This is an optimization exercise on Yosys and OpenROAD, whose aim is small area, not a production implementation.
Only simulation tests tie the RTL to the original design; equivalence was not proved.
Power is estimated from default activity; no workload was simulated. The flow treats the clock pin as an ideal source, which a real chip does not have.

==> 02-14: inputs <==
// cpu
module cpu
#(
    parameter CODE_ADDR_WIDTH   = 13,
    parameter DATA_ADDR_WIDTH   = 13,
    parameter STACK_DEPTH       = 5,
    parameter RSTACK_DEPTH      = 4,
    parameter FP                = (1 << 13) - (1 << 6) * 6 - 16 - 16 * 4
)
(
    input   wire                        clk,
    input   wire                        reset,           
    input   wire                        resume,          
    output  wire [CODE_ADDR_WIDTH-1:0]  code_addr,       
    input   wire [15:0]                 instruction,     
    output  wire [DATA_ADDR_WIDTH-1:0]  mem_addr,        
    input   wire [15:0]                 mem_din,         
    output  wire                        mem_dout_we,     
    output  wire [15:0]                 mem_dout         
);
wire [15:0] instr       = instruction;
wire [15:0] instr_simm9 = {{7{instr[8]}}, instr[8:0]};
wire [15:0] instr_imm13 = {3'b0, instr[12:0]};
wire [4:0]  opcode      = instr[14:10];
wire [1:0]  op1         = instr[14:13];
wire cmd_type   = instr[15];     
wire mode       = instr[9];      
wire is_f2      = !cmd_type;
wire is_alu     = is_f2 && !opcode[4];
wire is_load    = is_f2 && opcode == 5'd16;
wire is_store   = is_f2 && opcode == 5'd17;
wire is_locals  = is_f2 && opcode == 5'd18;
wire is_set_fp  = is_f2 && opcode == 5'd19;
wire is_ret     = is_f2 && opcode == 5'd20;
wire is_push_int= is_f2 && opcode == 5'd21;
wire is_push_mr = is_f2 && opcode == 5'd22;
wire is_wait    = is_f2 && opcode == 5'd23;
wire is_jmp     = cmd_type && op1 == 2'd0;
wire is_jz      = cmd_type && op1 == 2'd1;
wire is_call    = cmd_type && op1 == 2'd2;
wire is_push_addr = cmd_type && op1 == 2'd3;
reg     [CODE_ADDR_WIDTH-1:0] pc;    
reg     [DATA_ADDR_WIDTH-1:0] fp;    
reg     [STACK_DEPTH-1:0]     sp;    
reg     [STACK_DEPTH-2:0]     sp_minus_1_hi;   
  ...
==> flow/config.mk <==
export PLATFORM = sky130hd
export DESIGN_NAME = cpu
export DESIGN_NICKNAME = cpu
export VERILOG_FILES = /design/flow/design.v
export SDC_FILE = /design/flow/constraint.sdc
export NUM_CORES = 4
export LEC_CHECK = 0
export CAP_MARGIN = 20
export CORE_MARGIN = 2
export CORE_UTILIZATION = 70
export CTS_CLUSTER_DIAMETER = 90
export CTS_CLUSTER_SIZE = 28
export SETUP_SLACK_MARGIN = 0.15
export SLEW_MARGIN = 20
==> flow/constraint.sdc <==
create_clock -name core_clock -period 10.0 [get_ports {clk}]
set_input_delay 2.0000 -clock core_clock [delete_from_list [all_inputs] [get_ports {clk}]]
set_output_delay 2.0000 -clock core_clock [all_outputs]
set_load 0.01 [all_outputs]
standard.sh (not shown) runs the stock make flow with config.mk's settings and CLKGATE_MAP_FILE= SYNTH_SCRIPT=/design/flow/synth_recipe.tcl, a recipe that flattens the netlist after the stock synthesis.
==> flow/flow/run.sh <==
#!/bin/bash
# Layout flow: the standard ORFS flow (standard.sh) with these changes
# to how the layout is made:
#  - synthesis is synth_recipe.tcl with ABC's combinational mapping script
#    replaced and only full adders extracted before ABC (flow/synth_abc.tcl,
#    flow/abc_map.script);
#  - the buffer that buffer_ports puts on every input and output port is
#    sky130_fd_sc_hd__buf_1 instead of the delay cell the tool picks itself;
#  - clock tree synthesis inserts no dummy loads (same clustering settings as
#    config.mk's CTS_CLUSTER_SIZE / CTS_CLUSTER_DIAMETER).
# The full output goes to flow_standard.log in the work folder; each ORFS
# step also keeps its own log under orfs/logs/.
set -euo pipefail
here=$(cd "$(dirname "$0")" && pwd)
export BUFFER_PORTS_ARGS="-buffer_cell sky130_fd_sc_hd__buf_1"
export CTS_ARGS="-sink_clustering_enable -repair_clock_nets -sink_clustering_size 28 -sink_clustering_max_diameter 90 -dont_use_dummy_load"
bash standard.sh finish "SYNTH_SCRIPT=$here/synth_abc.tcl" > flow_standard.log 2>&1
==> flow/flow/abc_map.script <==
&get -n
&st
&dch
&nf -R 1000
&put
==> flow/flow/synth_abc.tcl <==
# The standard synthesis (synth_recipe.tcl, beside this folder), with two
# changes to how the combinational logic is mapped:
#  - ABC uses abc_map.script (one choice-based mapping with extended area
#    recovery, no buffering or sizing, which the placer's repair does later)
#    instead of ORFS's speed script;
#  - the adder extraction before ABC takes only full adders (extract_fa -fa),
#    leaving half adders to ABC.
# The flip-flops are mapped before either step, so they are the same.
set ::abc_map_script [file join [file dirname [file normalize [info script]]] abc_map.script]
proc abc {args} {
  set i [lsearch -exact $args -script]
  if { $i >= 0 } {
    lset args [expr { $i + 1 }] $::abc_map_script
  }
  yosys abc {*}$args
}
proc extract_fa {args} {
  yosys extract_fa -fa
}
source [file join [file dirname [file dirname $::abc_map_script]] synth_recipe.tcl]
==> 01-20 (differences from 02-14) <==
--- a/flow/design.v
+++ b/flow/design.v
@@ -23,13 +23,13 @@
 assign sh_res   = (|b[15:4]) ? {16{fill}} : sh3;
 wire [15:0] shr = sh_res;
 wire [15:0] shl;
 generate for (gi = 0; gi < 16; gi = gi + 1) begin : g_unrev
     assign shl[gi] = sh_res[15-gi];
 end endgenerate
-wire eq  = ~|sum;        
+wire eq  = (a == b);
 wire ltu = !cout;
 wire lt  = (a[15] ^ b[15]) ? a[15] : sum[15];
 always_comb begin
     case (opcode)
         4'd0, 4'd1: out = sum;
         4'd2:   out = prod;
@@ -508,15 +508,15 @@
     .we(!reset && is_call),
     .mem_din_addr(rsp_plus_1),
     .mem_din(pc_plus_1)
 );
 wire use_fp    = mode || opcode[1] || opcode[2];    
 wire [15:0] add_a = is_alu ? alu_x : (use_fp ? {3'b0, fp} : stack_top);
-wire [15:0] alu_y = (is_alu && !mode) ? stack_top : instr_simm9;
+wire [15:0] alu_y = mode ? instr_simm9 : stack_top;
 wire add_sub   = opcode[4] ? opcode[1] : (opcode[0] || opcode[3]);
-wire [15:0] add_b = alu_y ^ {16{add_sub}};
+wire [15:0] add_b = (is_alu ? alu_y : instr_simm9) ^ {16{add_sub}};
 wire [16:0] add_c;
 wire [16:0] add_out;
 assign add_c[0] = add_sub;
 genvar gi;
 generate for (gi = 0; gi < 16; gi = gi + 1) begin : g_add     
     assign add_out[gi]  = add_a[gi] ^ add_b[gi] ^ add_c[gi];
==> flow/flow/run.sh (replaced) <==
#!/bin/bash
# Layout flow: the standard ORFS flow (standard.sh) with these changes
# to how the layout is made:
#  - synthesis is synth_recipe.tcl with ABC's combinational mapping script
#    replaced (flow/synth_abc.tcl, flow/abc_map.script);
#  - the buffer that buffer_ports puts on every input and output port is
#    sky130_fd_sc_hd__buf_1 instead of the delay cell the tool picks itself;
#  - clock tree synthesis inserts no dummy loads (same clustering settings as
#    config.mk's CTS_CLUSTER_SIZE / CTS_CLUSTER_DIAMETER).
# The full output goes to flow_standard.log in the work folder; each ORFS
# step also keeps its own log under orfs/logs/.
set -euo pipefail
here=$(cd "$(dirname "$0")" && pwd)
export BUFFER_PORTS_ARGS="-buffer_cell sky130_fd_sc_hd__buf_1"
export CTS_ARGS="-sink_clustering_enable -repair_clock_nets -sink_clustering_size 30 -sink_clustering_max_diameter 100 -dont_use_dummy_load"
bash standard.sh finish "SYNTH_SCRIPT=$here/synth_abc.tcl" > flow_standard.log 2>&1
==> flow/flow/synth_abc.tcl (replaced) <==
# The standard synthesis (synth_recipe.tcl, beside this folder), with one
# change: ABC maps the combinational logic with abc_map.script (one
# choice-based mapping with extended area recovery, no buffering or sizing,
# which the placer's repair does later) instead of ORFS's speed script.
# The flip-flops are mapped before ABC runs, so they are the same.
set ::abc_map_script [file join [file dirname [file normalize [info script]]] abc_map.script]
proc abc {args} {
  set i [lsearch -exact $args -script]
  if { $i >= 0 } {
    lset args [expr { $i + 1 }] $::abc_map_script
  }
  yosys abc {*}$args
}
source [file join [file dirname [file dirname $::abc_map_script]] synth_recipe.tcl]
==> flow/config.mk (replaced) <==
export PLATFORM = sky130hd
export DESIGN_NAME = cpu
export DESIGN_NICKNAME = cpu
export VERILOG_FILES = /design/flow/design.v
export SDC_FILE = /design/flow/constraint.sdc
export NUM_CORES = 4
export LEC_CHECK = 0
export CAP_MARGIN = 20
export CORE_MARGIN = 2
export CORE_UTILIZATION = 70
export CTS_CLUSTER_DIAMETER = 100
export CTS_CLUSTER_SIZE = 30
export SETUP_SLACK_MARGIN = 0.15
export SLEW_MARGIN = 20
==> 10-10 (differences from 02-14) <==
--- a/flow/flow/run.sh
+++ b/flow/flow/run.sh
@@ -10,8 +10,8 @@
 #    config.mk's CTS_CLUSTER_SIZE / CTS_CLUSTER_DIAMETER).
 # The full output goes to flow_standard.log in the work folder; each ORFS
 # step also keeps its own log under orfs/logs/.
 set -euo pipefail
 here=$(cd "$(dirname "$0")" && pwd)
 export BUFFER_PORTS_ARGS="-buffer_cell sky130_fd_sc_hd__buf_1"
-export CTS_ARGS="-sink_clustering_enable -repair_clock_nets -sink_clustering_size 28 -sink_clustering_max_diameter 90 -dont_use_dummy_load"
+export CTS_ARGS="-sink_clustering_enable -repair_clock_nets -sink_clustering_size 24 -sink_clustering_max_diameter 80 -dont_use_dummy_load"
 bash standard.sh finish "SYNTH_SCRIPT=$here/synth_abc.tcl" > flow_standard.log 2>&1
==> flow/config.mk (replaced) <==
export PLATFORM = sky130hd
export DESIGN_NAME = cpu
export DESIGN_NICKNAME = cpu
export VERILOG_FILES = /design/flow/design.v
export SDC_FILE = /design/flow/constraint.sdc
export NUM_CORES = 4
export LEC_CHECK = 0
export CAP_MARGIN = 20
export CORE_MARGIN = 2
export CORE_UTILIZATION = 70
export CTS_CLUSTER_DIAMETER = 80
export CTS_CLUSTER_SIZE = 24
export SETUP_SLACK_MARGIN = 0.15
export SLEW_MARGIN = 20
==> 05-11 (differences from 02-14) <==
--- a/flow/design.v
+++ b/flow/design.v
@@ -23,13 +23,13 @@
 assign sh_res   = (|b[15:4]) ? {16{fill}} : sh3;
 wire [15:0] shr = sh_res;
 wire [15:0] shl;
 generate for (gi = 0; gi < 16; gi = gi + 1) begin : g_unrev
     assign shl[gi] = sh_res[15-gi];
 end endgenerate
-wire eq  = ~|sum;        
+wire eq  = (a == b);
 wire ltu = !cout;
 wire lt  = (a[15] ^ b[15]) ? a[15] : sum[15];
 always_comb begin
     case (opcode)
         4'd0, 4'd1: out = sum;
         4'd2:   out = prod;
@@ -508,15 +508,15 @@
     .we(!reset && is_call),
     .mem_din_addr(rsp_plus_1),
     .mem_din(pc_plus_1)
 );
 wire use_fp    = mode || opcode[1] || opcode[2];    
 wire [15:0] add_a = is_alu ? alu_x : (use_fp ? {3'b0, fp} : stack_top);
-wire [15:0] alu_y = (is_alu && !mode) ? stack_top : instr_simm9;
+wire [15:0] alu_y = mode ? instr_simm9 : stack_top;
 wire add_sub   = opcode[4] ? opcode[1] : (opcode[0] || opcode[3]);
-wire [15:0] add_b = alu_y ^ {16{add_sub}};
+wire [15:0] add_b = (is_alu ? alu_y : instr_simm9) ^ {16{add_sub}};
 wire [16:0] add_c;
 wire [16:0] add_out;
 assign add_c[0] = add_sub;
 genvar gi;
 generate for (gi = 0; gi < 16; gi = gi + 1) begin : g_add     
     assign add_out[gi]  = add_a[gi] ^ add_b[gi] ^ add_c[gi];
==> flow/run.sh (new file) <==
#!/bin/bash
# synth_recipe.tcl (not shown) runs the flow's synth.tcl, then flattens the netlist and writes it again
# the make line also repeats each setting of config.mk as NAME=value (left out here)
make -C /OpenROAD-flow-scripts/flow DESIGN_CONFIG=/design/flow/config.mk WORK_HOME=/design/flow/orfs CLKGATE_MAP_FILE= SYNTH_SCRIPT=/design/flow/synth_recipe.tcl finish
==> flow/config.mk (replaced) <==
export PLATFORM = sky130hd
export DESIGN_NAME = cpu
export DESIGN_NICKNAME = cpu
export VERILOG_FILES = /design/flow/design.v
export SDC_FILE = /design/flow/constraint.sdc
export NUM_CORES = 4
export LEC_CHECK = 0
export CAP_MARGIN = 20
export CORE_MARGIN = 2
export CORE_UTILIZATION = 70
export CTS_CLUSTER_DIAMETER = 100
export CTS_CLUSTER_SIZE = 30
export SETUP_SLACK_MARGIN = 0.1
export SLEW_MARGIN = 20
removed: flow/flow/run.sh
removed: flow/flow/abc_map.script
removed: flow/flow/synth_abc.tcl
removed: flow/standard.sh
==> notes <==
- 05-11 produced a clean layout. 02-14 finished clean. 10-10 produced a clean layout. 01-20 completed with no timing, DRC or antenna violations.
- Combinational power: 05-11 > 01-20 > 10-10 > 02-14.
- In 01-20 the clock skew is higher than in 10-10, by 0.010 ns.
- Hold slack: 01-20 is higher than 05-11 (0.0020 ns).
- Core utilization, lowest first: 05-11, 02-14, 01-20, 10-10.
- Against 10-10, the critical path depth of 05-11 is lower by 14.
- Area after synthesis: 01-20 is higher than 10-10 (3.2%).
- Of 01-20 and 05-11, 05-11 has the higher via count (gap about 6%, measured against 05-11).
- Non-clock buffer count, lowest first: 01-20, 02-14, 10-10, 05-11.
- In flip-flop and latch count, 01-20 and 05-11 do not differ.

## what the ideal ports hide
The results above use ideal ports. As a check the final layouts listed here were re-extracted and re-timed, cells and wires unchanged. Step 1 sets driving cells, clkbuf_16 on the clock port and buf_2 on the other inputs (assumed; they add their load-dependent delay and slew). Step 2 times the ports against the registers' clock, not the clock port: input delays grow and output delays shrink by t, the midpoint of the rising clock arrivals with the driver on. Slacks: ideal / step 1 / step 2; pairs: ideal / step 1.
run	t, ns	setup WS [ns]	hold WS [ns]
02-14	0.690	0.350 / 0.350 / -0.217	0.582 / 0.582 / 0.582
01-20	0.687	0.197 / 0.197 / -0.209	0.516 / 0.516 / 0.516
10-10	0.658	0.370 / 0.370 / -0.177	0.572 / 0.572 / 0.572
05-11	0.705	0.206 / 0.139 / -0.258	0.514 / 0.514 / 0.514
With both steps, setup timing fails in every run listed, where it was met with ideal ports. For 02-14, which loses most, drivers alone change the setup slack by 0.000 ns; drivers and shift together by -0.567 ns.
